Context: an optimization exercise on an open-source flow, tuned for small area, a short achievable clock period and few clock cycles per item. The choices shown serve that exercise and are no tape-out recipe.
Function was checked by simulation only, so behaviour that the tests miss may differ from the original.

==> design.v <==
`default_nettype none
module chacha20(input wire clock,
                input wire reset,  
                input wire start,
                input  wire [255:0] key,
                input  wire [63:0] index,  
                input  wire [63:0] nonce,
                output reg done,
                output wire [511:0] out);
    function automatic [31:0] LE32(input [31:0] a);
        LE32 = {a[7:0], a[15:8], a[23:16], a[31:24]};
    endfunction
function automatic [31:0] ADD(input [31:0] a, input [31:0] b);
    reg [31:0] p, g, pp, gg, c;
    begin
    p = a ^ b; g = a & b; pp = p; gg = g;
    gg[31] = gg[31] | (pp[31] & gg[30]); pp[31] = pp[31] & pp[30];
    gg[29] = gg[29] | (pp[29] & gg[28]); pp[29] = pp[29] & pp[28];
    gg[27] = gg[27] | (pp[27] & gg[26]); pp[27] = pp[27] & pp[26];
    gg[25] = gg[25] | (pp[25] & gg[24]); pp[25] = pp[25] & pp[24];
    gg[23] = gg[23] | (pp[23] & gg[22]); pp[23] = pp[23] & pp[22];
    gg[21] = gg[21] | (pp[21] & gg[20]); pp[21] = pp[21] & pp[20];
    gg[19] = gg[19] | (pp[19] & gg[18]); pp[19] = pp[19] & pp[18];
    gg[17] = gg[17] | (pp[17] & gg[16]); pp[17] = pp[17] & pp[16];
    gg[15] = gg[15] | (pp[15] & gg[14]); pp[15] = pp[15] & pp[14];
    gg[13] = gg[13] | (pp[13] & gg[12]); pp[13] = pp[13] & pp[12];
    gg[11] = gg[11] | (pp[11] & gg[10]); pp[11] = pp[11] & pp[10];
    gg[9] = gg[9] | (pp[9] & gg[8]); pp[9] = pp[9] & pp[8];
    gg[7] = gg[7] | (pp[7] & gg[6]); pp[7] = pp[7] & pp[6];
    gg[5] = gg[5] | (pp[5] & gg[4]); pp[5] = pp[5] & pp[4];
    gg[3] = gg[3] | (pp[3] & gg[2]); pp[3] = pp[3] & pp[2];
    gg[1] = gg[1] | (pp[1] & gg[0]); pp[1] = pp[1] & pp[0];
    gg[31] = gg[31] | (pp[31] & gg[29]); pp[31] = pp[31] & pp[29];
    gg[30] = gg[30] | (pp[30] & gg[29]); pp[30] = pp[30] & pp[29];
    gg[27] = gg[27] | (pp[27] & gg[25]); pp[27] = pp[27] & pp[25];
    gg[26] = gg[26] | (pp[26] & gg[25]); pp[26] = pp[26] & pp[25];
    gg[23] = gg[23] | (pp[23] & gg[21]); pp[23] = pp[23] & pp[21];
    gg[22] = gg[22] | (pp[22] & gg[21]); pp[22] = pp[22] & pp[21];
    gg[19] = gg[19] | (pp[19] & gg[17]); pp[19] = pp[19] & pp[17];
    gg[18] = gg[18] | (pp[18] & gg[17]); pp[18] = pp[18] & pp[17];
    gg[15] = gg[15] | (pp[15] & gg[13]); pp[15] = pp[15] & pp[13];
    gg[14] = gg[14] | (pp[14] & gg[13]); pp[14] = pp[14] & pp[13];
    gg[11] = gg[11] | (pp[11] & gg[9]); pp[11] = pp[11] & pp[9];
    gg[10] = gg[10] | (pp[10] & gg[9]); pp[10] = pp[10] & pp[9];
    gg[7] = gg[7] | (pp[7] & gg[5]); pp[7] = pp[7] & pp[5];
    gg[6] = gg[6] | (pp[6] & gg[5]); pp[6] = pp[6] & pp[5];
    gg[3] = gg[3] | (pp[3] & gg[1]); pp[3] = pp[3] & pp[1];
    gg[2] = gg[2] | (pp[2] & gg[1]); pp[2] = pp[2] & pp[1];
    gg[31] = gg[31] | (pp[31] & gg[27]); pp[31] = pp[31] & pp[27];
    gg[30] = gg[30] | (pp[30] & gg[27]); pp[30] = pp[30] & pp[27];
    gg[29] = gg[29] | (pp[29] & gg[27]); pp[29] = pp[29] & pp[27];
    gg[28] = gg[28] | (pp[28] & gg[27]); pp[28] = pp[28] & pp[27];
    gg[23] = gg[23] | (pp[23] & gg[19]); pp[23] = pp[23] & pp[19];
    gg[22] = gg[22] | (pp[22] & gg[19]); pp[22] = pp[22] & pp[19];
    gg[21] = gg[21] | (pp[21] & gg[19]); pp[21] = pp[21] & pp[19];
    gg[20] = gg[20] | (pp[20] & gg[19]); pp[20] = pp[20] & pp[19];
    gg[15] = gg[15] | (pp[15] & gg[11]); pp[15] = pp[15] & pp[11];
    gg[14] = gg[14] | (pp[14] & gg[11]); pp[14] = pp[14] & pp[11];
    gg[13] = gg[13] | (pp[13] & gg[11]); pp[13] = pp[13] & pp[11];
    gg[12] = gg[12] | (pp[12] & gg[11]); pp[12] = pp[12] & pp[11];
    gg[7] = gg[7] | (pp[7] & gg[3]); pp[7] = pp[7] & pp[3];
    gg[6] = gg[6] | (pp[6] & gg[3]); pp[6] = pp[6] & pp[3];
    gg[5] = gg[5] | (pp[5] & gg[3]); pp[5] = pp[5] & pp[3];
    gg[4] = gg[4] | (pp[4] & gg[3]); pp[4] = pp[4] & pp[3];
    gg[31] = gg[31] | (pp[31] & gg[23]); pp[31] = pp[31] & pp[23];
    gg[30] = gg[30] | (pp[30] & gg[23]); pp[30] = pp[30] & pp[23];
    gg[29] = gg[29] | (pp[29] & gg[23]); pp[29] = pp[29] & pp[23];
    gg[28] = gg[28] | (pp[28] & gg[23]); pp[28] = pp[28] & pp[23];
    gg[27] = gg[27] | (pp[27] & gg[23]); pp[27] = pp[27] & pp[23];
    gg[26] = gg[26] | (pp[26] & gg[23]); pp[26] = pp[26] & pp[23];
    gg[25] = gg[25] | (pp[25] & gg[23]); pp[25] = pp[25] & pp[23];
    gg[24] = gg[24] | (pp[24] & gg[23]); pp[24] = pp[24] & pp[23];
    gg[15] = gg[15] | (pp[15] & gg[7]); pp[15] = pp[15] & pp[7];
    gg[14] = gg[14] | (pp[14] & gg[7]); pp[14] = pp[14] & pp[7];
    gg[13] = gg[13] | (pp[13] & gg[7]); pp[13] = pp[13] & pp[7];
    gg[12] = gg[12] | (pp[12] & gg[7]); pp[12] = pp[12] & pp[7];
    gg[11] = gg[11] | (pp[11] & gg[7]); pp[11] = pp[11] & pp[7];
    gg[10] = gg[10] | (pp[10] & gg[7]); pp[10] = pp[10] & pp[7];
    gg[9] = gg[9] | (pp[9] & gg[7]); pp[9] = pp[9] & pp[7];
    gg[8] = gg[8] | (pp[8] & gg[7]); pp[8] = pp[8] & pp[7];
    gg[31] = gg[31] | (pp[31] & gg[15]); pp[31] = pp[31] & pp[15];
    gg[30] = gg[30] | (pp[30] & gg[15]); pp[30] = pp[30] & pp[15];
    gg[29] = gg[29] | (pp[29] & gg[15]); pp[29] = pp[29] & pp[15];
    gg[28] = gg[28] | (pp[28] & gg[15]); pp[28] = pp[28] & pp[15];
    gg[27] = gg[27] | (pp[27] & gg[15]); pp[27] = pp[27] & pp[15];
    gg[26] = gg[26] | (pp[26] & gg[15]); pp[26] = pp[26] & pp[15];
    gg[25] = gg[25] | (pp[25] & gg[15]); pp[25] = pp[25] & pp[15];
    gg[24] = gg[24] | (pp[24] & gg[15]); pp[24] = pp[24] & pp[15];
    gg[23] = gg[23] | (pp[23] & gg[15]); pp[23] = pp[23] & pp[15];
    gg[22] = gg[22] | (pp[22] & gg[15]); pp[22] = pp[22] & pp[15];
    gg[21] = gg[21] | (pp[21] & gg[15]); pp[21] = pp[21] & pp[15];
    gg[20] = gg[20] | (pp[20] & gg[15]); pp[20] = pp[20] & pp[15];
    gg[19] = gg[19] | (pp[19] & gg[15]); pp[19] = pp[19] & pp[15];
    gg[18] = gg[18] | (pp[18] & gg[15]); pp[18] = pp[18] & pp[15];
    gg[17] = gg[17] | (pp[17] & gg[15]); pp[17] = pp[17] & pp[15];
    gg[16] = gg[16] | (pp[16] & gg[15]); pp[16] = pp[16] & pp[15];
    c = {gg[30:0], 1'b0};
    ADD = p ^ c;
    end
endfunction
    localparam CONST = 128'h657870616e642033322d62797465206b;
    wire [511:0] init = {CONST, key, LE32(index[31:0]), LE32(index[63:32]), nonce};
    reg [4:0] i;  
    reg [31:0] y [0:15];  
    wire [31:0] xi [0:15];
    wire [31:0] h [0:15];
    wire ld = start;
    wire fa = i == 5'd19;
    genvar j;
    generate for (j = 0; j < 16; j = j + 1) begin: g_init
        assign xi[j] = LE32(init[511 - 32*j -: 32]);
    end endgenerate
    generate for (j = 0; j < 4; j = j + 1) begin: g_h2
        wire [31:0] a2 = ADD(y[j], y[4+j]);
        wire [31:0] t2 = y[12+j] ^ a2;
        wire [31:0] d2 = {t2[23:0], t2[31:24]};
        wire [31:0] c2 = ADD(y[8+j], d2);
        wire [31:0] t3 = y[4+j] ^ c2;
        wire [31:0] b2 = {t3[24:0], t3[31:25]};
        assign h[     (4-j)%4] = a2;
        assign h[4 +  (5-j)%4] = b2;
        assign h[8 +  (6-j)%4] = c2;
        assign h[12 + (7-j)%4] = d2;
    end endgenerate
    generate for (j = 0; j < 4; j = j + 1) begin: g_h1
        wire [31:0] ai = ld ? xi[j]    : h[j];
        wire [31:0] bi = ld ? xi[4+j]  : fa ? xi[j] : h[4+j];
        wire [31:0] ci = ld ? xi[8+j]  : h[8+j];
        wire [31:0] di = ld ? xi[12+j] : h[12+j];
        wire [31:0] s1 = ADD(ai, bi);
        wire [31:0] t0 = di ^ s1;
        wire [31:0] d1 = {t0[15:0], t0[31:16]};
        wire [31:0] s2 = ADD(ci, (fa ? xi[8+j] : d1));
        wire [31:0] t1 = bi ^ s2;
        wire [31:0] b1 = {t1[19:0], t1[31:20]};
        wire [31:0] fb = h[4+j] + xi[4+j];
        wire [31:0] fd = h[12+j] + xi[12+j];
        always @(posedge clock) begin
            y[j]    <= s1;
            y[4+j]  <= fa ? fb : b1;
            y[8+j]  <= s2;
            y[12+j] <= fa ? fd : d1;
        end
    end endgenerate
    always @(posedge clock) begin
        if (i != 5'd20) i <= i + 5'd1;
        if (start) i <= 5'd0;
        done <= fa;
        if (reset) begin
            i <= 5'd20;
            done <= 1'b0;
        end
    end
    generate for (j = 0; j < 16; j = j + 1) begin: g_out
        assign out[511 - 32*j -: 32] = LE32(y[j]);
    end endgenerate
endmodule
==> flow/run.sh <==
#!/bin/bash
# The standard layout, with the port buffers made from the smallest buffer cell.
set -euo pipefail
export BUFFER_PORTS_ARGS="-buffer_cell sky130_fd_sc_hd__buf_1"
bash standard.sh > standard_flow.log 2>&1
==> standard.sh <==
#!/bin/bash
# synth_recipe.tcl (not shown) runs the flow's synth.tcl, then flattens the netlist and writes it again
# the make line also repeats each setting of config.mk as NAME=value (left out here)
make -C /OpenROAD-flow-scripts/flow DESIGN_CONFIG=/design/flow/config.mk WORK_HOME=/design/flow/orfs CLKGATE_MAP_FILE= SYNTH_SCRIPT=/design/flow/synth_recipe.tcl "${@:-finish}"
==> config.mk <==
export PLATFORM = sky130hd
export DESIGN_NAME = chacha20
export DESIGN_NICKNAME = chacha20
export VERILOG_FILES = /design/flow/design.v
export SDC_FILE = /design/flow/constraint.sdc
export NUM_CORES = 8
export LEC_CHECK = 0
export CAP_MARGIN = 30
export CORE_MARGIN = 2
export CORE_UTILIZATION = 35
export SETUP_SLACK_MARGIN = 2
export SLEW_MARGIN = 20
==> constraint.sdc <==
create_clock -name core_clock -period 14.0 [get_ports {clock}]
set_input_delay 2.8000 -clock core_clock [delete_from_list [all_inputs] [get_ports {clock}]]
set_output_delay 2.8000 -clock core_clock [all_outputs]
set_load 0.01 [all_outputs]
==> results of run 1 <==
-- metrics by stage --
stage                util  hold slack [ns]  instances  setup slack [ns]
finish              0.428            0.583       9854              2.15
global route        0.428            0.604       9832              1.80
CTS                 0.417            0.583       9758              1.98
detailed placement  0.393            0.564       9585            -0.301
global placement    0.391            0.564       9553            -0.327
floorplan               -            0.545       6653              2.76
-- synthesized netlist by cell type, types with 32 or more instances --
| library cell | number |
|---|---|
| a22o_1 | 50 |
| nor2b_1 | 58 |
| a211oi_1 | 37 |
| ha_1 | 730 |
| nand2b_1 | 111 |
| a21o_1 | 232 |
| mux2_2 | 39 |
| nor3_1 | 104 |
| xor2_1 | 447 |
| a21oi_1 | 531 |
| and3_1 | 45 |
| mux2i_1 | 159 |
| inv_1 | 281 |
| o21a_1 | 117 |
| nand4_1 | 35 |
| buf_1 | 36 |
| clkbuf_1 | 128 |
| o21bai_1 | 70 |
| o21ai_0 | 388 |
| or2_2 | 52 |
| xnor2_1 | 619 |
| a31oi_1 | 32 |
| nor2_1 | 610 |
| o22a_1 | 43 |
| or3_1 | 39 |
| fa_1 | 88 |
| dfxtp_1 | 518 |
| nand2_1 | 532 |
| nand3_1 | 104 |
-- metal layers --
layer | vias up | wire length [um] | GRT usage
met5 | - | 241 | 0
met4 | 14 | 34800 | 0.336
met3 | 1038 | 44400 | 0.133
met2 | 4274 | 150000 | 0.638
met1 | 29100 | 141000 | 0.553
li1 | 25700 | - | -
-- sequential cells by signal, summed over array words and instances (netlist names) --
signal and flops:
y 512, i 5, done 1
-- area by class of cell --
class / instances / area (um2) / share of cell area
multi-input combinational: 5689 / 44600 / 0.669
sequential: 518 / 10400 / 0.156
timing repair buffer: 1150 / 5350 / 0.0803
inverter: 282 / 1070 / 0.0160
clock inverter: 29 / 383 / 0.00575
clock buffer: 104 / 2230 / 0.0334
antenna: 24 / 60.1 / 0.000901
tap: 2058 / 2570 / 0.0386
-- critical path: cells and delay by family, from the launching register on --
family	cells	cell delay (ns)
adder cells (fa/ha/maj)	7	2.15
buffers and inverters	7	0.89
flip-flops	1	0.39
AO/OA/AOI/OAI	27	5.33
AND/OR/NAND/NOR	8	1.57
XOR/XNOR	7	1.39
-- how the worst max path moves through the flow --
stage / from / endpoint / slack, ns / depth (start not counted)
5_1_grt: y[4][0] / y[5][11] / 1.80 / 52
3_5_place_dp: y[5][0] / y[4][11] / -0.30 / 51
6_report: y[5][0] / y[4][9] / 2.15 / 56
3_3_place_gp: y[5][0] / y[4][11] / -0.33 / 51
4_1_cts: y[5][0] / y[4][11] / 1.98 / 52
2_1_floorplan: y[6][0] / y[7][11] / 2.76 / 53
-- cells by family after synthesis --
logic type / count (synthesis) / synth area share
xor+xnor: 1093 / 0.182
mux: 198 / 0.0371
fa+ha+maj: 818 / 0.199
buf+inv: 446 / 0.0306
simple gates: 1777 / 0.148
compound gates: 1803 / 0.214
flops: 518 / 0.190
-- repair_timing --
item | CTS | global route
setup buffers | 40 | 69
setup endpoints to repair | 159 | 128
resized for setup | 141 | 201
endpoints found under the hold margin | 0 | 0
pin swaps | 48 | 119
-- cell usage in the layout (no fill, tap or decap), drive strengths merged, types with 35 or more instances in the layout --
| cell | count |
|---|---|
| buf | 1147 |
| ha | 730 |
| xnor2 | 620 |
| nor2 | 610 |
| nand2 | 532 |
| a21oi | 532 |
| dfxtp | 518 |
| xor2 | 448 |
| o21ai | 402 |
| inv | 286 |
| a21o | 232 |
| mux2i | 159 |
| o21a | 117 |
| nand2b | 111 |
| clkbuf | 107 |
| nand3 | 104 |
| nor3 | 104 |
| fa | 88 |
| o21bai | 71 |
| nor2b | 58 |
| or2 | 53 |
| a22o | 50 |
| and3 | 45 |
| o22a | 43 |
| a211oi | 43 |
| mux2 | 39 |
| or3 | 39 |
| nand4 | 35 |
==> metrics.md, run 1 <==
| Metric | Value |
|---|---|
| Post-DP HPWL | `321,000 um` |
| FF-to-FF setup slack | `2.15 ns` |
| Clock Tree Root | `clkbuf_16` |
| Via density | `6.10` |
| CTS tree | `done` |
| Flops & latches, synth | `518` |
| Initial DRC count | `7,824` |
| RSZ-0062 raised after global routing | `true` |
| Yosys warnings | `2` |
| R2R Path Start | `y[5][0]` |
| Top post-synthesis cells by area | `dfxtp_1 19%, ha_1 17%, xnor2_1 9.9%` |
| DP Area | `61,200 um2` |
| Clk_skew | `0.0322 ns` |
| Avg WL per Cell | `37.6 um` |
| Bufs on Longest Clock Path | `3` |
| Cell taking the most area after synthesis | `dfxtp_1` |
| Setup violators final | `0` |
| Rel. slew slack | `0.233` |
| Skew-Pair Late Insertion Delay | `0.72 ns` |
| Synth Flop Type | `dfxtp_1` |
| Min-Delay Path Class | `flip-flop to flip-flop` |
| Clock buffer count from CTS | `75` |
| # rows | `145` |
| Top cell type's share of synthesized area | `0.190` |
| Die area | `159,000 um2` |
| Clk sinks | `518` |
| GRT Total Usage | `0.443` |
| Die height | `399 um` |
| First-pass GRT wire length | `475,000 um` |
| Nets | `8,921` |
| Drt total wl | `371,000 um` |
| Area grow syn2layout | `21.9%` |
| CP Class | `flip-flop to flip-flop` |
| Startpoint class of the critical path | `flip-flop` |
| Synthesized instance count | `6,653` |
| Gpl congestion | `1.10` |
| Cell variety after synth | `94` |
| Avg Inst Size Synth | `8.22 um2` |
| FFs w/ async S/R, synth | `0` |
| Final ANT Viol Nets | `0` |
| Grt ovf | `0` |
| Sequential area share after synthesis | `0.190` |
| Fill cells | `16,100` |
| Synthesized cell area | `54,700 um2` |
| Mapped Nets | `7,858` |
| Starting Density | `0.351` |
| Max Cap Viol | `0` |
| Final Hold Viols | `0` |
| Fin. max-slew vios | `0` |
| CTS H-tree lvls | `3` |
| Initial antenna violation count | `36` |
| Post-CTS Hold Buffers | `0` |
| DR pass1 iterations | `6` |
| Reg2Reg Depth | `56` |
| Vias in the first global route | `54,900` |
| CP Max Fanout | `5` |
| Max Freq | `84.4 MHz` |
| Hold_sp | `i[4]` |
| Io pins | `900` |
| Reg2reg end | `y[4][9]` |
| Post-layout min period | `11.85 ns` |
| Slowest cell delay on critical path | `0.54 ns` |
| Vias post-DR | `60,100` |
| Post-synth EDFFs | `0` |
| Core area | `156,000 um2` |
| Die W | `399 um` |
| Critical path endpoint category | `flip-flop` |
| DRC violations left | `0` |
| Period utilization | `0.847` |
| Share of layout cells above drive strength 1 | `0.102` |
| Hold Crit Endpoint | `i[4]` |
| Register clock-pin slew on the reported worst setup and hold paths | `0.06 ns` |
| Final Instance Area | `66,600 um2` |
| Worst Hold Depth | `2` |
| Critical path arrival | `12.48 ns` |
| Slowest stage cell, crit path | `fa_1` |
| CP Data Required Time | `14.63 ns` |
| Largest net degree at the start of global routing | `130` |
| Setup Total Neg Slack | `0 ns` |
| PortBufs | `899` |
| Slew @ Worst Pin | `1.14 ns` |
| Outcome | `no timing/DRC/antenna violations` |
Testbench counts, summed over its fixed seeds: cycles 5,376, blocks 256.
==> run 2, diff against run 1 <==
--- a/config.mk
+++ b/config.mk
@@ -5,6 +5,7 @@
 export SDC_FILE = /design/flow/constraint.sdc
 export NUM_CORES = 8
 export LEC_CHECK = 0
+export ABC_AREA = 1
 export CAP_MARGIN = 30
 export CORE_MARGIN = 2
 export CORE_UTILIZATION = 35
==> metrics.md, run 2 <==
| Metric | Value |
|---|---|
| Outcome | `no timing/DRC/antenna violations (unchanged)` |
| Post-synth EDFFs | `0 (unchanged)` |
| Final worst-path setup slack | `2.20 ns (was 2.15 ns)` |
| Avg Inst Size Synth | `6.42 um2 (was 8.22 um2)` |
| Cell variety after synth | `69 (was 94)` |
| First-pass GRT wire length | `549,000 um (was 475,000 um)` |
| Flops & latches, synth | `518 (unchanged)` |
| Slowest cell delay on critical path | `0.82 ns (was 0.54 ns)` |
| Number of cells on the critical path | `53 (was 56)` |
| Min-Delay Path Class | `flip-flop to flip-flop (unchanged)` |
| Max FFs per register | `512 (unchanged)` |
| Post-synth top cells | `2,539 x nand2_1, 1,340 x inv_1, 730 x ha_1 (was 730 x ha_1, 619 x xnor2_1, 610 x nor2_1)` |
| Reg2Reg Depth | `53 (was 56)` |
| Leading cell type in the layout, fill and taps excluded | `nand2_1 (was buf_1)` |
| Die area | `176,000 um2 (was 159,000 um2)` |
| Clk_skew | `0.0332 ns (was 0.0322 ns)` |
| Drt total wl | `423,000 um (was 371,000 um)` |
| Clk sinks | `518 (unchanged)` |
| FFs w/ async S/R, synth | `0 (unchanged)` |
| Startpoint class of the critical path | `flip-flop (unchanged)` |
| Nets | `11,500 (was 8,921)` |
| Gpl congestion | `1.13 (was 1.10)` |
| RSZ-0062 raised after global routing | `true (unchanged)` |
| Largest net degree at the start of global routing | `149 (was 130)` |
| Critical path launch point | `y[4][0] (was y[5][0])` |
| CP Data Required Time | `14.56 ns (was 14.63 ns)` |
| Final ANT Viol Nets | `0 (unchanged)` |
| Slowest stage cell, crit path | `xor2_1 (was fa_1)` |
| Sequential area share after synthesis | `0.172 (was 0.190)` |
| Layout Cells excl Fill | `12,700 (was 9,854)` |
| Reg2reg end | `y[5][10] (was y[4][9])` |
| Skew-Pair Late Insertion Delay | `0.75 ns (was 0.72 ns)` |
| Register clock-pin slew on the reported worst setup and hold paths | `0.06 ns (about the same)` |
| Bufs on Longest Clock Path | `3 (unchanged)` |
| CP Class | `flip-flop to flip-flop (unchanged)` |
| Vias in the first global route | `65,300 (was 54,900)` |
| Critical path endpoint category | `flip-flop (unchanged)` |
| Io pins | `900 (unchanged)` |
| Die height | `419 um (was 399 um)` |
| Count leader, synth | `nand2_1 (was ha_1)` |
| Post-layout min period | `11.80 ns (was 11.85 ns)` |
| Buf/Inv on CP | `7 (unchanged)` |
| Top cell type's share of synthesized area | `0.172 (was 0.190)` |
| Via density | `5.77 (was 6.10)` |
| DRC violations left | `0 (unchanged)` |
| Slew @ Worst Pin | `1.21 ns (was 1.14 ns)` |
| # rows | `152 (was 145)` |
| Setup Total Neg Slack | `0 ns (unchanged)` |
| Initial DRC count | `10,400 (was 7,824)` |
| CP most frequent cell | `nand2_1` |
| Area grow syn2layout | `15.3% (was 21.9%)` |
| Max Cap Viol | `0 (unchanged)` |
| Fin. max-slew vios | `0 (unchanged)` |
| Max Freq | `84.8 MHz (was 84.4 MHz)` |
| Rel. slew slack | `0.186 (was 0.233)` |
| Avg WL per Cell | `33.3 um (was 37.6 um)` |
| Post-CTS Hold Buffers | `0 (unchanged)` |
| Synth Flop Type | `dfxtp_1 (unchanged)` |
| PortBufs | `899 (unchanged)` |
| Cell taking the most area after synthesis | `dfxtp_1 (unchanged)` |
| Top post-synthesis cells by area | `dfxtp_1 17%, nand2_1 16%, ha_1 15% (was dfxtp_1 19%, ha_1 17%, xnor2_1 9.9%)` |
| Largest reg by FF count | `y (unchanged)` |
| Clock buffer count from CTS | `77 (was 75)` |
| Core area | `171,000 um2 (was 156,000 um2)` |
| Regs by FF count | `y (512), i (5), done (1) (unchanged)` |
| Die W | `419 um (was 399 um)` |
| Most frequent cells in the layout | `2,536 x nand2_1, 1,338 x inv_1, 898 x buf_1, 730 x ha_1, 728 x a21oi_1 (was 898 x buf_1, 716 x ha_1, 593 x nor2_1, 554 x xnor2_1, 530 x nand2_1)` |
| Final Hold Viols | `0 (unchanged)` |
| CTS tree | `done (unchanged)` |
| Starting Density | `0.352 (was 0.351)` |
| Initial antenna violation count | `63 (was 36)` |
| R2R Path Start | `y[4][0] (was y[5][0])` |
| Synthesized cell area | `60,300 um2 (was 54,700 um2)` |
| Vias post-DR | `73,300 (was 60,100)` |
| Grt ovf | `0 (unchanged)` |
| Cell family with most CP delay | `simple AND/OR/NAND/NOR gates (was compound AO/OA/AOI/OAI gates)` |
| CTS H-tree lvls | `3 (unchanged)` |
| CP Max Fanout | `13 (was 5)` |
| Placed cell count | `12,500 (was 9,585)` |
| GRT Total Usage | `0.462 (was 0.443)` |
| Post-DP HPWL | `368,000 um (was 321,000 um)` |
| Capture point of the critical path | `y[5][10] (was y[4][9])` |
| Synthesized instance count | `9,387 (was 6,653)` |
| Clock Tree Root | `clkbuf_16 (unchanged)` |
| Setup violators final | `0 (unchanged)` |
| Share of layout cells above drive strength 1 | `0.0472 (was 0.102)` |
| Dpl ws | `1.51 ns (was -0.301 ns)` |
| Mapped Nets | `10,600 (was 7,858)` |
| Critical path arrival | `12.35 ns (was 12.48 ns)` |
| Yosys warnings | `2 (unchanged)` |
| FF-to-FF setup slack | `2.20 ns (was 2.15 ns)` |
| Period utilization | `0.843 (was 0.847)` |
| DR pass1 iterations | `7 (was 6)` |
run 2: cell count changes in the layout (fill, tap and decap cells not counted), sizes merged, moves of 67 or more:
| cell | before | now |
|---|---|---|
| inv | 286 | 1353 |
| xnor2 | 620 | 243 |
| nor2 | 610 | 508 |
| mux2i | 159 | 28 |
| xor2 | 448 | 350 |
| a21oi | 532 | 746 |
| nand3 | 104 | 635 |
| buf | 1147 | 980 |
| nand2b | 111 | 1 |
| or2 | 53 | 135 |
| o21ai | 402 | 703 |
| o21a | 117 | 50 |
| nand2 | 532 | 2588 |
| a21o | 232 | 54 |
run 2: worst min path at each step:
stage	end	cells past startpoint	startpoint	slack, ns
after floorplan	i[1]	2	i[1]	0.47
after global placement	i[1]	2	i[1]	0.48
after detailed placement	i[1]	2	i[1]	0.50
after CTS	i[1]	2	i[1]	0.51
after global routing	i[1]	2	i[1]	0.55
final	i[1]	2	i[1]	0.51
run 2: timing repair:
item,4_1_cts,5_1_grt
gates resized for setup,4,23
cloned,0,0
setup endpoints to repair,19,55
pin swaps,0,3
setup buffers,0,1
run 2: layout make-up:
cell class,instances,area [um2]
Fill cell,18700,102000
Inverter,1349,5080
Multi-Input combinational cell,7348,44300
Clock buffer,111,2280
Tap cell,2310,2890
Antenna cell,45,113
Sequential cell,518,10400
Clock inverter,32,394
Timing Repair Buffer,984,4040
run 2: per-layer routing:
metal / up-vias / share of wire / track usage
met2: 5169 / 0.40 / 0.660
li1: 32500 / - / -
met1: 34400 / 0.38 / 0.569
met4: 22 / 0.11 / 0.428
met3: 1217 / 0.11 / 0.109
met5: - / 0.00034 / 0
run 2: cell families after synthesis:
family,share of synthesized area
AND/OR/NAND/NOR,0.285
flip-flops,0.172
multiplexers,0.00465
buffers and inverters,0.0956
adder cells (fa/ha/maj),0.181
XOR/XNOR,0.0908
AO/OA/AOI/OAI,0.171
run 2: per-stage QoR:
stage / instance area, um2 / hold slack [ns] / utilization
final: 69500 / 0.508 / 0.406
after global routing: 69400 / 0.547 / 0.405
after CTS: 69200 / 0.510 / 0.404
after detailed placement: 66500 / 0.502 / 0.388
after global placement: 66300 / 0.483 / 0.387
after floorplan: 60300 / 0.471 / -
run 2: worst register-to-register path: cells and delay by family (launching register included):
family | cells | cell delay (ns)
AOI/OAI and AO/OA | 12 | 3.37
xor gates and xnor gates | 3 | 1.38
adders and majority gates | 6 | 2.19
buffers and inverters | 7 | 0.83
DFF | 1 | 0.48
and+or+nand+nor | 25 | 3.38
==> run 3, diff against run 2 <==
--- a/design.v
+++ b/design.v
@@ -133,8 +133,8 @@
         wire [31:0] s2 = ADD(ci, (fa ? xi[8+j] : d1));
         wire [31:0] t1 = bi ^ s2;
         wire [31:0] b1 = {t1[19:0], t1[31:20]};
-        wire [31:0] fb = h[4+j] + xi[4+j];
-        wire [31:0] fd = h[12+j] + xi[12+j];
+        wire [31:0] fb = ADD(h[4+j], xi[4+j]);
+        wire [31:0] fd = ADD(h[12+j], xi[12+j]);
         always @(posedge clock) begin
             y[j]    <= s1;
             y[4+j]  <= fa ? fb : b1;
--- a/config.mk
+++ b/config.mk
@@ -5,7 +5,6 @@
 export SDC_FILE = /design/flow/constraint.sdc
 export NUM_CORES = 8
 export LEC_CHECK = 0
-export ABC_AREA = 1
 export CAP_MARGIN = 30
 export CORE_MARGIN = 2
 export CORE_UTILIZATION = 35
==> metrics.md, run 3 <==
| Metric | Value |
|---|---|
| Outcome | `no timing/DRC/antenna violations (unchanged)` |
| Avg Inst Size Synth | `8.49 um2 (was 6.42 um2)` |
| Met1 Track Usage GR | `0.547 (was 0.569)` |
| Sequential area share after synthesis | `0.195 (was 0.172)` |
| Clk_skew | `0.0440 ns (was 0.0332 ns)` |
| Buf/Inv on CP | `2 (was 7)` |
| Slowest stage cell, crit path | `xor2_1 (unchanged)` |
| Mapped Nets | `7,483 (was 10,600)` |
| Post-synth EDFFs | `0 (unchanged)` |
| Final core utilization | `0.431 (was 0.406)` |
| Fin. max-slew vios | `0 (unchanged)` |
| Die height | `393 um (was 419 um)` |
| Area occupied by registers | `10,400 um2 (about the same)` |
| Slew @ Worst Pin | `1.17 ns (was 1.21 ns)` |
| Min-Delay Path Class | `flip-flop to flip-flop (unchanged)` |
| RSZ-0062 raised after global routing | `false (was true)` |
| Cell variety after synth | `101 (was 69)` |
| PortBufs | `899 (unchanged)` |
| Initial antenna violation count | `58 (was 63)` |
| Max FFs per register | `512 (unchanged)` |
| Setup Total Neg Slack | `0 ns (unchanged)` |
| Starting Density | `0.354 (was 0.352)` |
| Clock Tree Root | `clkbuf_16 (unchanged)` |
| Bufs on Longest Clock Path | `3 (unchanged)` |
| Area grow syn2layout | `21.8% (was 15.3%)` |
| Rel. slew slack | `0.215 (was 0.186)` |
| Slowest cell delay on critical path | `0.94 ns (was 0.82 ns)` |
| Final Hold Viols | `0 (unchanged)` |
| Io pins | `900 (unchanged)` |
| Adder-cell area share of the yosys netlist | `0.215 (was 0.181)` |
| Placed cell count | `9,138 (was 12,500)` |
| # rows | `142 (was 152)` |
| Largest family of logic cells by synthesized area | `adder cells (was simple AND/OR/NAND/NOR gates)` |
| Fill cells | `15,500 (was 18,700)` |
| CTS H-tree lvls | `3 (unchanged)` |
| Die area | `155,000 um2 (was 176,000 um2)` |
| Top post-synthesis cells by area | `dfxtp_1 20%, ha_1 17%, xnor2_1 9.4% (was dfxtp_1 17%, nand2_1 16%, ha_1 15%)` |
| Critical path endpoint category | `flip-flop (unchanged)` |
| Avg WL per Cell | `37.7 um (was 33.3 um)` |
| Final Instance Area | `64,700 um2 (was 69,500 um2)` |
| Cell family with most CP delay | `compound AO/OA/AOI/OAI gates (was simple AND/OR/NAND/NOR gates)` |
| Cell taking the most area after synthesis | `dfxtp_1 (unchanged)` |
| Flops & latches, synth | `518 (unchanged)` |
| CP Class | `flip-flop to flip-flop (unchanged)` |
| Period utilization | `0.845 (was 0.843)` |
| Final worst-path setup slack | `2.17 ns (was 2.20 ns)` |
| Gpl congestion | `1.10 (was 1.13)` |
| Post-layout min period | `11.83 ns (was 11.80 ns)` |
| Yosys warnings | `2 (unchanged)` |
| Clock buffer count from CTS | `74 (was 77)` |
| Core area | `150,000 um2 (was 171,000 um2)` |
| Final ANT Viol Nets | `0 (unchanged)` |
| Setup violators final | `0 (unchanged)` |
| Initial DRC count | `7,277 (was 10,400)` |
| FFs w/ async S/R, synth | `0 (unchanged)` |
| Grt ovf | `0 (unchanged)` |
| Register clock-pin slew on the reported worst setup and hold paths | `0.06 ns (about the same)` |
| Vias in the first global route | `52,900 (was 65,300)` |
| Synthesized cell area | `53,100 um2 (was 60,300 um2)` |
| Largest reg by FF count | `y (unchanged)` |
| GR Util met2 | `0.642 (was 0.660)` |
| Critical path arrival | `12.41 ns (was 12.35 ns)` |
| Max Freq | `84.5 MHz (was 84.8 MHz)` |
| Max Cap Viol | `0 (unchanged)` |
| Top cell type's share of synthesized area | `0.195 (was 0.172)` |
| GR Layer Usage met3 | `0.104 (was 0.109)` |
| GRT Total Usage | `0.436 (was 0.462)` |
| Layout Cells excl Fill | `9,389 (was 12,700)` |
| Largest net degree at the start of global routing | `117 (was 149)` |
| Post-DP HPWL | `308,000 um (was 368,000 um)` |
| Synth Area in Compound Gates | `0.201 (was 0.171)` |
| Die W | `393 um (was 419 um)` |
| CP Data Required Time | `14.57 ns (was 14.56 ns)` |
| Simple logic cell fraction of the synthesized area | `0.132 (was 0.285)` |
| DP Area | `59,500 um2 (was 66,500 um2)` |
| Skew-Pair Late Insertion Delay | `0.72 ns (was 0.75 ns)` |
| DRC violations left | `0 (unchanged)` |
| CTS tree | `done (unchanged)` |
| CP Max Fanout | `6 (was 13)` |
| First-pass GRT wire length | `459,000 um (was 549,000 um)` |
| Regs by FF count | `y (512), i (5), done (1) (unchanged)` |
| Count leader, synth | `ha_1 (was nand2_1)` |
| Clk sinks | `518 (unchanged)` |
| Synth Area in XOR/XNOR | `0.185 (was 0.0908)` |
| Startpoint class of the critical path | `flip-flop (unchanged)` |
| Dpl ws | `-0.483 ns (was 1.51 ns)` |
| Leading cell type in the layout, fill and taps excluded | `buf_1 (was nand2_1)` |
| Via density | `6.03 (was 5.77)` |
| Most frequent cells in the layout | `898 x buf_1, 719 x ha_1, 513 x xnor2_1, 511 x dfxtp_1, 506 x nor2_1 (was 2,536 x nand2_1, 1,338 x inv_1, 898 x buf_1, 730 x ha_1, 728 x a21oi_1)` |
| Nets | `8,517 (was 11,500)` |
| Share of layout cells above drive strength 1 | `0.110 (was 0.0472)` |
| Drt total wl | `354,000 um (was 423,000 um)` |
| Vias post-DR | `56,600 (was 73,300)` |
| Post-synthesis mux area share | `0.0386 (was 0.00465)` |
| Synth Flop Type | `dfxtp_1 (unchanged)` |
| Synthesized instance count | `6,254 (was 9,387)` |
| Multi-input gate area | `42,900 um2 (was 44,300 um2)` |
| Post-synth top cells | `722 x ha_1, 572 x xnor2_1, 525 x nor2_1 (was 2,539 x nand2_1, 1,340 x inv_1, 730 x ha_1)` |
| Top Usage Layer GRT | `met2 (unchanged)` |
| DR pass1 iterations | `8 (was 7)` |
run 3: cell count changes after synthesis, sizes merged, moves of 125 or more:
cell	delta
xnor2	+337
xor2	+126
a21oi	-321
a21o	+193
o21ai	-351
nand2	-2082
nand3	-574
inv	-1037
mux2i	+125
run 3: worst reg2reg max path, delay by kind of cell, from the launching register on:
kind	cells	cell delay, ns
AO/OA/AOI/OAI	26	4.89
XOR/XNOR	8	3.84
adder cells (fa/ha/maj)	5	1.70
buffers and inverters	2	0.22
flip-flops	1	0.42
AND/OR/NAND/NOR	3	0.64
run 3: path summary, 6_finish.rpt:
check             startpoint        to  slack, ns  cells past startpoint
setup reg to reg     y[5][0]  y[4][11]       2.17                     44
hold / removal          i[4]      i[4]       0.58                      2
hold reg to reg         i[4]      i[4]       0.58                      2
setup / recovery     y[5][0]  y[4][11]       2.17                     44
run 3: stage by stage:
stage / hold slack, ns
CTS: 0.577
detailed placement: 0.557
finish: 0.578
global placement: 0.556
global route: 0.619
floorplan: 0.545
run 3: repair_timing:
action                                  4_1_cts  5_1_grt
hold buffers                                  0        0
endpoints found under the setup margin      168      132
resized for setup                           158      195
pin swaps                                    35      101
buffers inserted                             32       52
run 3: area by class of cell:
type                       count  share of cell area
tap                         2016              0.0390
antenna                       30             0.00116
multi-input combinational   5264               0.664
sequential                   518               0.161
clock inverter                28             0.00451
timing repair buffer        1118              0.0793
clock buffer                 103              0.0330
inverter                     312              0.0182
run 3: kinds of logic (layout without fill, tap and decap cells):
family | Yosys count | after routing
other | 0 | 30
multiplexers | 199 | 199
AND/OR/NAND/NOR | 1543 | 1543
XOR/XNOR | 1078 | 1078
buffers and inverters | 472 | 1561
flip-flops | 518 | 518
AO/OA/AOI/OAI | 1602 | 1602
adder cells (fa/ha/maj) | 842 | 842
run 3: per-layer routing:
| layer | up-vias | routed length, um |
|---|---|---|
| li1 | 24100 | - |
| met1 | 27700 | 136000 |
| met2 | 3846 | 147000 |
| met3 | 995 | 38100 |
| met4 | 30 | 32500 |
| met5 | - | 173 |
Testbench counts of run 3, summed over its fixed seeds: cycles 5,376, blocks 256.
==> run 4, diff against run 3 <==
--- a/config.mk
+++ b/config.mk
@@ -8,5 +8,7 @@
 export CAP_MARGIN = 30
 export CORE_MARGIN = 2
 export CORE_UTILIZATION = 35
+export CTS_BUF_LIST = sky130_fd_sc_hd__clkbuf_8
+export CTS_CLUSTER_SIZE = 20
 export SETUP_SLACK_MARGIN = 2
 export SLEW_MARGIN = 20
==> metrics.md, run 4 <==
| Metric | Value |
|---|---|
| Outcome | `no timing/DRC/antenna violations (unchanged)` |
| Io pins | `900 (unchanged)` |
| Critical path endpoint category | `flip-flop (unchanged)` |
| Clock buffer count from CTS | `110 (was 74)` |
| Multi-input gate area | `43,100 um2 (was 42,900 um2)` |
| Slew @ Worst Pin | `1.18 ns (was 1.17 ns)` |
| Final worst-path setup slack | `2.23 ns (was 2.17 ns)` |
| Post-layout min period | `11.77 ns (was 11.83 ns)` |
| DR pass1 iterations | `6 (was 8)` |
| Clk sinks | `518 (unchanged)` |
| Area grow syn2layout | `22.1% (was 21.8%)` |
| Die height | `393 um (unchanged)` |
| Largest net degree at the start of global routing | `117 (unchanged)` |
| Count leader, synth | `ha_1 (unchanged)` |
| Min-Delay Path Class | `flip-flop to flip-flop (unchanged)` |
| Fin. max-slew vios | `0 (unchanged)` |
| Register clock-pin slew on the reported worst setup and hold paths | `0.07 ns (was 0.06 ns)` |
| First-pass GRT wire length | `460,000 um (was 459,000 um)` |
| Regs by FF count | `y (512), i (5), done (1) (unchanged)` |
| Largest family of logic cells by synthesized area | `adder cells (unchanged)` |
| Vias in the first global route | `53,100 (was 52,900)` |
| Yosys warnings | `2 (unchanged)` |
| Share of layout cells above drive strength 1 | `0.118 (was 0.110)` |
| Layout Cells excl Fill | `9,459 (was 9,389)` |
| Clk_skew | `0.0686 ns (was 0.0440 ns)` |
| Nets | `8,550 (was 8,517)` |
| Buf/Inv on CP | `4 (was 2)` |
| Post-synth top cells | `722 x ha_1, 572 x xnor2_1, 525 x nor2_1 (unchanged)` |
| Setup Total Neg Slack | `0 ns (unchanged)` |
| Final Instance Area | `64,800 um2 (was 64,700 um2)` |
| Synthesized cell area | `53,100 um2 (unchanged)` |
| Top cell type's share of synthesized area | `0.195 (unchanged)` |
| Max layer used | `met5 (unchanged)` |
| Top post-synthesis cells by area | `dfxtp_1 20%, ha_1 17%, xnor2_1 9.4% (unchanged)` |
| Grt ovf | `0 (unchanged)` |
| Initial DRC count | `7,250 (was 7,277)` |
| CTS H-tree lvls | `3 (unchanged)` |
| Adder-cell area share of the yosys netlist | `0.215 (unchanged)` |
| Synth Area in Compound Gates | `0.201 (unchanged)` |
| Simple logic cell fraction of the synthesized area | `0.132 (unchanged)` |
| Gpl congestion | `1.10 (unchanged)` |
| Area occupied by registers | `10,400 um2 (about the same)` |
| GRT Total Usage | `0.436 (about the same)` |
| WL met3 | `37,900 um (was 38,100 um)` |
| Largest reg by FF count | `y (unchanged)` |
| Max Cap Viol | `0 (unchanged)` |
| Mapped Nets | `7,483 (unchanged)` |
| Leading cell type in the layout, fill and taps excluded | `buf_1 (unchanged)` |
| Max Freq | `85.0 MHz (was 84.5 MHz)` |
| Drt total wl | `355,000 um (was 354,000 um)` |
| DRC violations left | `0 (unchanged)` |
| Vias post-DR | `56,900 (was 56,600)` |
| Placed cell count | `9,138 (unchanged)` |
| RSZ-0062 raised after global routing | `true (was false)` |
| CP Data Required Time | `14.75 ns (was 14.57 ns)` |
| Avg Inst Size Synth | `8.49 um2 (unchanged)` |
| Most frequent cells in the layout | `898 x buf_1, 719 x ha_1, 510 x dfxtp_1, 509 x xnor2_1, 506 x nor2_1 (was 898 x buf_1, 719 x ha_1, 513 x xnor2_1, 511 x dfxtp_1, 506 x nor2_1)` |
| Routed met1 length | `137,000 um (was 136,000 um)` |
| Final ANT Viol Nets | `0 (unchanged)` |
| CP Class | `flip-flop to flip-flop (unchanged)` |
| Via density | `6.02 (was 6.03)` |
| Max FFs per register | `512 (unchanged)` |
| Fill cells | `15,500 (about the same)` |
| Reg2Reg Depth | `45 (was 44)` |
| Core area | `150,000 um2 (unchanged)` |
| Dpl ws | `-0.483 ns (unchanged)` |
| PortBufs | `899 (unchanged)` |
| Synthesized instance count | `6,254 (unchanged)` |
| Synth Flop Type | `dfxtp_1 (unchanged)` |
| DP Area | `59,500 um2 (unchanged)` |
| Starting Density | `0.354 (unchanged)` |
| Cell taking the most area after synthesis | `dfxtp_1 (unchanged)` |
| Final Hold Viols | `0 (unchanged)` |
| Critical path arrival | `12.51 ns (was 12.41 ns)` |
| Cell family with most CP delay | `compound AO/OA/AOI/OAI gates (unchanged)` |
| Met2 wire len | `147,000 um (about the same)` |
| Clock Tree Root | `clkbuf_8 (was clkbuf_16)` |
| Synth Area in XOR/XNOR | `0.185 (unchanged)` |
| Post-synth EDFFs | `0 (unchanged)` |
| Worst Hold Depth | `2 (unchanged)` |
| Slowest stage cell, crit path | `xor2_1 (unchanged)` |
| Sequential area share after synthesis | `0.195 (unchanged)` |
| Die area | `155,000 um2 (unchanged)` |
| Skew-Pair Late Insertion Delay | `0.91 ns (was 0.72 ns)` |
| Post-DP HPWL | `308,000 um (unchanged)` |
| Die W | `393 um (unchanged)` |
| Bufs on Longest Clock Path | `3 (unchanged)` |
| Setup violators final | `0 (unchanged)` |
| Initial antenna violation count | `62 (was 58)` |
| Slowest cell delay on critical path | `0.77 ns (was 0.94 ns)` |
| Avg WL per Cell | `37.5 um (was 37.7 um)` |
| Cell variety after synth | `101 (unchanged)` |
| Number of cells on the critical path | `45 (was 44)` |
| Flops & latches, synth | `518 (unchanged)` |
| CTS tree | `done (unchanged)` |
| Startpoint class of the critical path | `flip-flop (unchanged)` |
| CP Max Fanout | `6 (unchanged)` |
| Post-synthesis mux area share | `0.0386 (unchanged)` |
| FFs w/ async S/R, synth | `0 (unchanged)` |
| # rows | `142 (unchanged)` |
| CP most frequent cell | `ha_1` |
| Rel. slew slack | `0.210 (was 0.215)` |
| Period utilization | `0.840 (was 0.845)` |
[run 4: worst paths after layout]
path,startpoint,endpoint,slack [ns]
worst min register to register,i[4],i[4],0.58
worst max-delay path,y[5][8],y[4][11],2.23
worst max register to register,y[5][8],y[4][11],2.23
worst min-delay path,i[4],i[4],0.58
[run 4: what timing repair did]
item                       CTS  global route
setup buffers               32            51
setup endpoints to repair  169           140
pin swaps                   36            99
resized for setup          153           214
hold buffers                 0             0
[run 4: layout make-up]
| cell class | count | area share |
|---|---|---|
| tap | 2016 | 0.0389 |
| antenna | 30 | 0.00116 |
| sequential | 518 | 0.160 |
| clock buffer | 146 | 0.0310 |
| clock inverter | 58 | 0.00703 |
| timing repair buffer | 1115 | 0.0788 |
| multi-input combinational | 5264 | 0.665 |
| inverter | 312 | 0.0182 |
[run 4: metrics by stage]
| step | utilization | hold WS [ns] |
|---|---|---|
| floorplan | - | 0.545 |
| global placement | 0.395 | 0.556 |
| detailed placement | 0.396 | 0.557 |
| CTS | 0.420 | 0.578 |
| global route | 0.431 | 0.621 |
| finish | 0.432 | 0.576 |
[run 4: cell families (layout without fill, tap and decap cells)]
family / count (synthesis) / in the layout
adder cells (fa/ha/maj): 842 / 842
other: 0 / 30
XOR/XNOR: 1078 / 1078
buffers and inverters: 472 / 1631
AO/OA/AOI/OAI: 1602 / 1602
flip-flops: 518 / 518
AND/OR/NAND/NOR: 1543 / 1543
multiplexers: 199 / 199
[run 4: worst reg2reg max path, delay by kind of cell, from the launching register on]
family / cells / cell delay [ns]
xor+xnor: 8 / 2.82
simple gates: 3 / 0.72
buf+inv: 4 / 0.59
compound gates: 26 / 5.42
fa+ha+maj: 4 / 1.54
flops: 1 / 0.56
[run 4: layer usage]
| layer | up-vias | GRT usage |
|---|---|---|
| met1 | 27800 | 0.551 |
| li1 | 24100 | - |
| met5 | - | 0 |
| met3 | 1024 | 0.0995 |
| met2 | 3887 | 0.646 |
| met4 | 42 | 0.328 |
==> run 5, diff against run 4 <==
--- a/config.mk
+++ b/config.mk
@@ -7,8 +7,6 @@
 export LEC_CHECK = 0
 export CAP_MARGIN = 30
 export CORE_MARGIN = 2
-export CORE_UTILIZATION = 35
-export CTS_BUF_LIST = sky130_fd_sc_hd__clkbuf_8
-export CTS_CLUSTER_SIZE = 20
+export CORE_UTILIZATION = 45
 export SETUP_SLACK_MARGIN = 2
 export SLEW_MARGIN = 20
==> metrics.md, run 5 <==
| Metric | Value |
|---|---|
| Cell taking the most area after synthesis | `dfxtp_1 (unchanged)` |
| Vias post-DR | `57,500 (was 56,900)` |
| Fill cells | `11,400 (was 15,500)` |
| Largest reg by FF count | `y (unchanged)` |
| Hold_ws | `0.591 ns (was 0.576 ns)` |
| Sequential area share after synthesis | `0.195 (unchanged)` |
| FFs w/ async S/R, synth | `0 (unchanged)` |
| CP most frequent cell | `ha_1 (unchanged)` |
| Vias in the first global route | `53,000 (was 53,100)` |
| Slew @ Worst Pin | `1.25 ns (was 1.18 ns)` |
| Outcome | `no timing/DRC/antenna violations (unchanged)` |
| Critical path arrival | `12.39 ns (was 12.51 ns)` |
| Grt ovf | `0 (unchanged)` |
| Placed cell count | `8,669 (was 9,138)` |
| Initial antenna violation count | `51 (was 62)` |
| Io pins | `900 (unchanged)` |
| Clk sinks | `518 (unchanged)` |
| CP Max Fanout | `5 (was 6)` |
| First-pass GRT wire length | `433,000 um (was 460,000 um)` |
| Final worst-path setup slack | `2.15 ns (was 2.23 ns)` |
| Fin. max-slew vios | `0 (unchanged)` |
| Post-synth EDFFs | `0 (unchanged)` |
| Synth Flop Type | `dfxtp_1 (unchanged)` |
| Final Hold Viols | `0 (unchanged)` |
| Clk_skew | `0.0405 ns (was 0.0686 ns)` |
| Min-Delay Path Class | `flip-flop to flip-flop (unchanged)` |
| Critical path endpoint category | `flip-flop (unchanged)` |
| Initial DRC count | `8,445 (was 7,250)` |
| Multi-input gate area | `42,900 um2 (was 43,100 um2)` |
| Bufs on Longest Clock Path | `3 (unchanged)` |
| Avg Inst Size Synth | `8.49 um2 (unchanged)` |
| Period utilization | `0.846 (was 0.840)` |
| Max FFs per register | `512 (unchanged)` |
| Cell variety after synth | `101 (unchanged)` |
| Yosys warnings | `2 (unchanged)` |
| Clock Tree Root | `clkbuf_16 (was clkbuf_8)` |
| Startpoint class of the critical path | `flip-flop (unchanged)` |
| CP Data Required Time | `14.54 ns (was 14.75 ns)` |
| Gpl congestion | `1.11 (was 1.10)` |
| Post-layout min period | `11.85 ns (was 11.77 ns)` |
| Flops & latches, synth | `518 (unchanged)` |
| Layout Cells excl Fill | `8,924 (was 9,459)` |
| Area occupied by registers | `10,400 um2 (about the same)` |
| Die height | `347 um (was 393 um)` |
| Skew-Pair Late Insertion Delay | `0.68 ns (was 0.91 ns)` |
| # rows | `126 (was 142)` |
| Drt total wl | `332,000 um (was 355,000 um)` |
| CTS H-tree lvls | `3 (unchanged)` |
| Mapped Nets | `7,483 (unchanged)` |
| Starting Density | `0.451 (was 0.354)` |
| DRC violations left | `0 (unchanged)` |
| Top cell type's share of synthesized area | `0.195 (unchanged)` |
| Post-synth top cells | `722 x ha_1, 572 x xnor2_1, 525 x nor2_1 (unchanged)` |
| Setup violators final | `0 (unchanged)` |
| Avg WL per Cell | `37.2 um (was 37.5 um)` |
| Nets | `8,530 (was 8,550)` |
| Post-CTS Hold Buffers | `0 (unchanged)` |
| Core area | `118,000 um2 (was 150,000 um2)` |
| Top post-synthesis cells by area | `dfxtp_1 20%, ha_1 17%, xnor2_1 9.4% (unchanged)` |
| Count leader, synth | `ha_1 (unchanged)` |
| Via density | `6.44 (was 6.02)` |
| Slowest stage cell, crit path | `xor2_1 (unchanged)` |
| Area grow syn2layout | `21.0% (was 22.1%)` |
| Regs by FF count | `y (512), i (5), done (1) (unchanged)` |
| Slowest cell delay on critical path | `0.77 ns (about the same)` |
| Post-DP HPWL | `286,000 um (was 308,000 um)` |
| Dpl ws | `-0.277 ns (was -0.483 ns)` |
| RSZ-0062 raised after global routing | `true (unchanged)` |
| GRT Total Usage | `0.524 (was 0.436)` |
| Synthesized instance count | `6,254 (unchanged)` |
| CP Class | `flip-flop to flip-flop (unchanged)` |
| PortBufs | `899 (unchanged)` |
| Register clock-pin slew on the reported worst setup and hold paths | `0.06 ns (was 0.07 ns)` |
| Final core utilization | `0.546 (was 0.432)` |
| Rel. slew slack | `0.155 (was 0.210)` |
| Final ANT Viol Nets | `0 (unchanged)` |
| Clock buffer count from CTS | `73 (was 110)` |
| Synthesized cell area | `53,100 um2 (unchanged)` |
| Leading cell type in the layout, fill and taps excluded | `buf_1 (unchanged)` |
| Max Freq | `84.4 MHz (was 85.0 MHz)` |
| CTS tree | `done (unchanged)` |
| DR pass1 iterations | `6 (unchanged)` |
| Die W | `347 um (was 393 um)` |
| Die area | `121,000 um2 (was 155,000 um2)` |
| Max Cap Viol | `0 (unchanged)` |
| Largest net degree at the start of global routing | `103 (was 117)` |
| Most frequent cells in the layout | `898 x buf_1, 718 x ha_1, 516 x dfxtp_1, 511 x xnor2_1, 510 x nor2_1 (was 898 x buf_1, 719 x ha_1, 510 x dfxtp_1, 509 x xnor2_1, 506 x nor2_1)` |
| Share of layout cells above drive strength 1 | `0.110 (was 0.118)` |
==> run 5: worst paths after layout <==
check	start	end	slack, ns	cells after the start
worst max-delay path	y[4][0]	y[5][3]	2.15	43
worst max register to register	y[4][0]	y[5][3]	2.15	43
worst min register to register	i[4]	i[4]	0.59	2
worst min-delay path	i[4]	i[4]	0.59	2
==> run 5: cells by family after synthesis <==
logic type | after synthesis | synth area share
flops | 518 | 0.195
fa+ha+maj | 842 | 0.215
xor+xnor | 1078 | 0.185
buf+inv | 472 | 0.0334
simple gates | 1543 | 0.132
compound gates | 1602 | 0.201
mux | 199 | 0.0386
==> run 5: repair_timing <==
action                                  in CTS  in global routing
gates cloned                                 0                  0
setup buffers                               29                 56
gates resized for setup                    128                201
pin swaps                                   30                 86
endpoints found under the setup margin     155                147
==> run 5: through the flow <==
| step | TNS, ns | area, um2 |
|---|---|---|
| after floorplan | 0 | 53100 |
| after global placement | -0.269 | 58800 |
| after detailed placement | -0.277 | 58900 |
| after CTS | 0 | 62400 |
| after global routing | 0 | 64200 |
| final | 0 | 64200 |
==> run 5: critical path, delay by kind of cell (launching register included) <==
family          cells  cell delay, ns
fa+ha+maj           7            2.35
simple gates       10            2.45
buf+inv             2            0.21
flops               1            0.44
xor+xnor            6            2.47
compound gates     18            3.83
==> run 5: metal layers <==
metal,up-vias,GRT usage,part of all wire
met2,4448,0.755,0.40
met5,-,0,0.00053
met4,30,0.428,0.10
met3,1216,0.143,0.12
met1,27700,0.652,0.37
li1,24100,-,-
==> run 5: cell type report <==
cell class	count	share of cell area
multi-input cells	5264	0.668
flip-flops and latches	518	0.162
clock buffers	102	0.0338
repair buffers	1132	0.0809
well taps	1536	0.0299
diodes	31	0.00121
inverters	312	0.0184
clock inverters	29	0.00621
==> run 6, diff against run 5 <==
--- a/config.mk
+++ b/config.mk
@@ -7,6 +7,9 @@
 export LEC_CHECK = 0
 export CAP_MARGIN = 30
 export CORE_MARGIN = 2
-export CORE_UTILIZATION = 45
+export CORE_UTILIZATION = 35
+export CTS_CLUSTER_DIAMETER = 80
+export CTS_CLUSTER_SIZE = 30
+export PLACE_DENSITY = 0.8
 export SETUP_SLACK_MARGIN = 2
 export SLEW_MARGIN = 20
==> metrics.md, run 6 <==
| Metric | Value |
|---|---|
| Clock Tree Root | `clkbuf_16 (unchanged)` |
| Vias in the first global route | `53,000 (about the same)` |
| FFs w/ async S/R, synth | `0 (unchanged)` |
| CP Class | `flip-flop to flip-flop (unchanged)` |
| Max FFs per register | `512 (unchanged)` |
| Largest reg by FF count | `y (unchanged)` |
| Slew @ Worst Pin | `1.18 ns (was 1.25 ns)` |
| Buf/Inv on CP | `1 (was 2)` |
| Post-CTS Hold Buffers | `0 (unchanged)` |
| Io pins | `900 (unchanged)` |
| Most frequent cells in the layout | `898 x buf_1, 715 x ha_1, 522 x xnor2_1, 511 x nor2_1, 509 x dfxtp_1 (was 898 x buf_1, 718 x ha_1, 516 x dfxtp_1, 511 x xnor2_1, 510 x nor2_1)` |
| Post-synth top cells | `722 x ha_1, 572 x xnor2_1, 525 x nor2_1 (unchanged)` |
| Flops & latches, synth | `518 (unchanged)` |
| Setup violators final | `0 (unchanged)` |
| Critical path arrival | `12.33 ns (was 12.39 ns)` |
| Yosys warnings | `2 (unchanged)` |
| Clk_skew | `0.0517 ns (was 0.0405 ns)` |
| RSZ-0062 raised after global routing | `true (unchanged)` |
| Max Freq | `85.2 MHz (was 84.4 MHz)` |
| Core area | `150,000 um2 (was 118,000 um2)` |
| CTS H-tree lvls | `2 (was 3)` |
| Slowest stage cell, crit path | `a2111oi_4 (was xor2_1)` |
| Die W | `393 um (was 347 um)` |
| Cell variety after synth | `101 (unchanged)` |
| Initial DRC count | `7,649 (was 8,445)` |
| Startpoint class of the critical path | `flip-flop (unchanged)` |
| Largest family of logic cells by synthesized area | `adder cells (unchanged)` |
| GRT Total Usage | `0.442 (was 0.524)` |
| Skew-Pair Late Insertion Delay | `0.75 ns (was 0.68 ns)` |
| # rows | `142 (was 126)` |
| CP most frequent cell | `a21o_1 (was ha_1)` |
| Post-synth EDFFs | `0 (unchanged)` |
| Final Instance Area | `64,300 um2 (was 64,200 um2)` |
| Die height | `393 um (was 347 um)` |
| Via density | `6.12 (was 6.44)` |
| Post-layout min period | `11.74 ns (was 11.85 ns)` |
| Post-DP HPWL | `314,000 um (was 286,000 um)` |
| Max Cap Viol | `0 (unchanged)` |
| Area grow syn2layout | `21.1% (was 21.0%)` |
| Final Hold Viols | `0 (unchanged)` |
| Synth Flop Type | `dfxtp_1 (unchanged)` |
| Regs by FF count | `y (512), i (5), done (1) (unchanged)` |
| Rel. slew slack | `0.206 (was 0.155)` |
| PortBufs | `899 (unchanged)` |
| Avg Inst Size Synth | `8.49 um2 (unchanged)` |
| Register clock-pin slew on the reported worst setup and hold paths | `0.10 ns (was 0.06 ns)` |
| Simple logic cell fraction of the synthesized area | `0.132 (unchanged)` |
| Nets | `8,505 (was 8,530)` |
| Min-Delay Path Class | `flip-flop to flip-flop (unchanged)` |
| CTS tree | `done (unchanged)` |
| Synthesized instance count | `6,254 (unchanged)` |
| Fin. max-slew vios | `0 (unchanged)` |
| Share of layout cells above drive strength 1 | `0.108 (was 0.110)` |
| Drt total wl | `360,000 um (was 332,000 um)` |
| Top post-synthesis cells by area | `dfxtp_1 20%, ha_1 17%, xnor2_1 9.4% (unchanged)` |
| Hold_ws | `0.604 ns (was 0.591 ns)` |
| Die area | `155,000 um2 (was 121,000 um2)` |
| Synth Area in XOR/XNOR | `0.185 (unchanged)` |
| Adder-cell area share of the yosys netlist | `0.215 (unchanged)` |
| First-pass GRT wire length | `466,000 um (was 433,000 um)` |
| Bufs on Longest Clock Path | `3 (unchanged)` |
| Synthesized cell area | `53,100 um2 (unchanged)` |
| Avg WL per Cell | `38.4 um (was 37.2 um)` |
| Cell family with most CP delay | `compound AO/OA/AOI/OAI gates (unchanged)` |
| Starting Density | `0.354 (was 0.451)` |
| Leading cell type in the layout, fill and taps excluded | `buf_1 (unchanged)` |
| Count leader, synth | `ha_1 (unchanged)` |
| Outcome | `no timing/DRC/antenna violations (unchanged)` |
| CP Data Required Time | `14.59 ns (was 14.54 ns)` |
| Gpl congestion | `1.15 (was 1.11)` |
| Number of cells on the critical path | `45 (was 43)` |
| Synth Area in Compound Gates | `0.201 (unchanged)` |
| Vias post-DR | `57,400 (was 57,500)` |
| Reg2Reg Depth | `45 (was 43)` |
| CP Max Fanout | `5 (unchanged)` |
| Placed cell count | `9,143 (was 8,669)` |
| DRC violations left | `0 (unchanged)` |
| Final ANT Viol Nets | `0 (unchanged)` |
| Mapped Nets | `7,483 (unchanged)` |
| Grt ovf | `0 (unchanged)` |
| Worst Hold Depth | `2 (unchanged)` |
| Cell taking the most area after synthesis | `dfxtp_1 (unchanged)` |
| DR pass1 iterations | `6 (unchanged)` |
| Post-synthesis mux area share | `0.0386 (unchanged)` |
| Largest net degree at the start of global routing | `143 (was 103)` |
| Clk sinks | `518 (unchanged)` |
| Period utilization | `0.838 (was 0.846)` |
| Clock buffer count from CTS | `53 (was 73)` |
| Layout Cells excl Fill | `9,378 (was 8,924)` |
| Sequential area share after synthesis | `0.195 (unchanged)` |
| DP Area | `59,500 um2 (was 58,900 um2)` |
| Critical path endpoint category | `flip-flop (unchanged)` |
| Top cell type's share of synthesized area | `0.195 (unchanged)` |
| Setup Total Neg Slack | `0 ns (unchanged)` |
| Initial antenna violation count | `67 (was 51)` |
| Slowest cell delay on critical path | `0.50 ns (was 0.77 ns)` |
==> run 6: changes by cell type in the layout (fill, tap and decap cells not counted), moves of 5 or more <==
cell | before | now
clkbuf_1 | 9 | 0
clkinv_2 | 13 | 4
inv_16 | 0 | 11
inv_8 | 1 | 6
diode_2 | 31 | 41
dfxtp_2 | 2 | 8
dfxtp_1 | 516 | 509
xnor2_2 | 61 | 46
bufinv_16 | 9 | 2
clkbuf_8 | 17 | 2
o21ai_0 | 305 | 300
clkinv_8 | 1 | 8
clkbuf_16 | 76 | 54
xnor2_1 | 511 | 522
==> run 6: cells by family after synthesis <==
logic type | count (synthesis)
compound gates | 1602
simple gates | 1543
xor+xnor | 1078
fa+ha+maj | 842
flops | 518
buf+inv | 472
mux | 199
==> run 6: what timing repair did <==
| item | CTS | global route |
|---|---|---|
| gates resized for setup | 142 | 206 |
| endpoints found under the setup margin | 187 | 145 |
| setup buffers | 29 | 61 |
| pin swaps | 30 | 91 |
==> run 6: cell type report <==
type / instances / area, um2
Antenna cell: 41 / 103
Clock buffer: 56 / 1380
Clock inverter: 44 / 681
Fill cell: 15200 / 85800
Inverter: 312 / 1180
Multi-Input combinational cell: 5264 / 42900
Sequential cell: 518 / 10400
Tap cell: 2016 / 2520
Timing Repair Buffer: 1127 / 5140
==> run 6: through the flow <==
| stage | utilization | worst slack (ns) |
|---|---|---|
| detailed placement | 0.396 | 0.0177 |
| CTS | 0.417 | 1.90 |
| global placement | 0.396 | 0.0312 |
| floorplan | - | 3.42 |
| finish | 0.428 | 2.26 |
| global route | 0.428 | 1.88 |
==> run 6: worst register-to-register path, delay by kind of cell, from the launching register on <==
family,cells,cell delay [ns]
simple gates,9,1.88
xor+xnor,7,1.75
compound gates,23,5.64
buf+inv,1,0.09
fa+ha+maj,5,1.79
flops,1,0.44
==> run 6: path summary, 6_finish.rpt <==
path                 from      end  slack (ns)
hold / removal       i[4]     i[4]        0.60
setup / recovery  y[6][1]  y[7][1]        2.26
setup reg to reg  y[6][1]  y[7][1]        2.26
hold reg to reg      i[4]     i[4]        0.60
==> run 6: routing by layer <==
layer | up-vias | GRT usage | wire length (um)
met1 | 28000 | 0.550 | 136000
met2 | 4216 | 0.645 | 148000
met3 | 1126 | 0.117 | 41500
li1 | 24100 | - | -
met5 | - | 0 | 176
met4 | 28 | 0.344 | 34800

separate check: timing with driven ports:
Ports are ideal in the flow. The routed layouts listed here were re-timed in OpenROAD.
Step 1: set_driving_cell puts a clkbuf_16 on clock and a buf_2 on each other input, an assumption about the parent block.
Step 2, shift: input delay + t, output delay - t, t = (earliest + latest rising clock arrival at the registers) / 2. This alone moves slack from input paths to output paths.
a / b / c = ideal ports / drivers / drivers and shift; a / b = the first two.
run | t, ns | setup slack, ns | worst setup path after step 2 | worst data-port slew with drivers (ns) | pins driven straight from the clock port
run 1 | 0.796 | 2.148 / 2.148 / 2.148 | register to register | 0.23 | 1
run 2 | 0.820 | 2.204 / 2.204 / 2.204 | register to register | 0.24 | 1
run 3 | 0.782 | 2.165 / 2.165 / 2.165 | register to register | 0.28 | 1
run 4 | 0.960 | 2.233 / 2.233 / 2.233 | register to register | 0.23 | 1
run 5 | 0.748 | 2.152 / 2.152 / 2.152 | register to register | 0.19 | 1
run 6 | 0.806 | 2.262 / 2.262 / 2.262 | register to register | 0.23 | 1
After both steps every run listed still meets setup and hold.
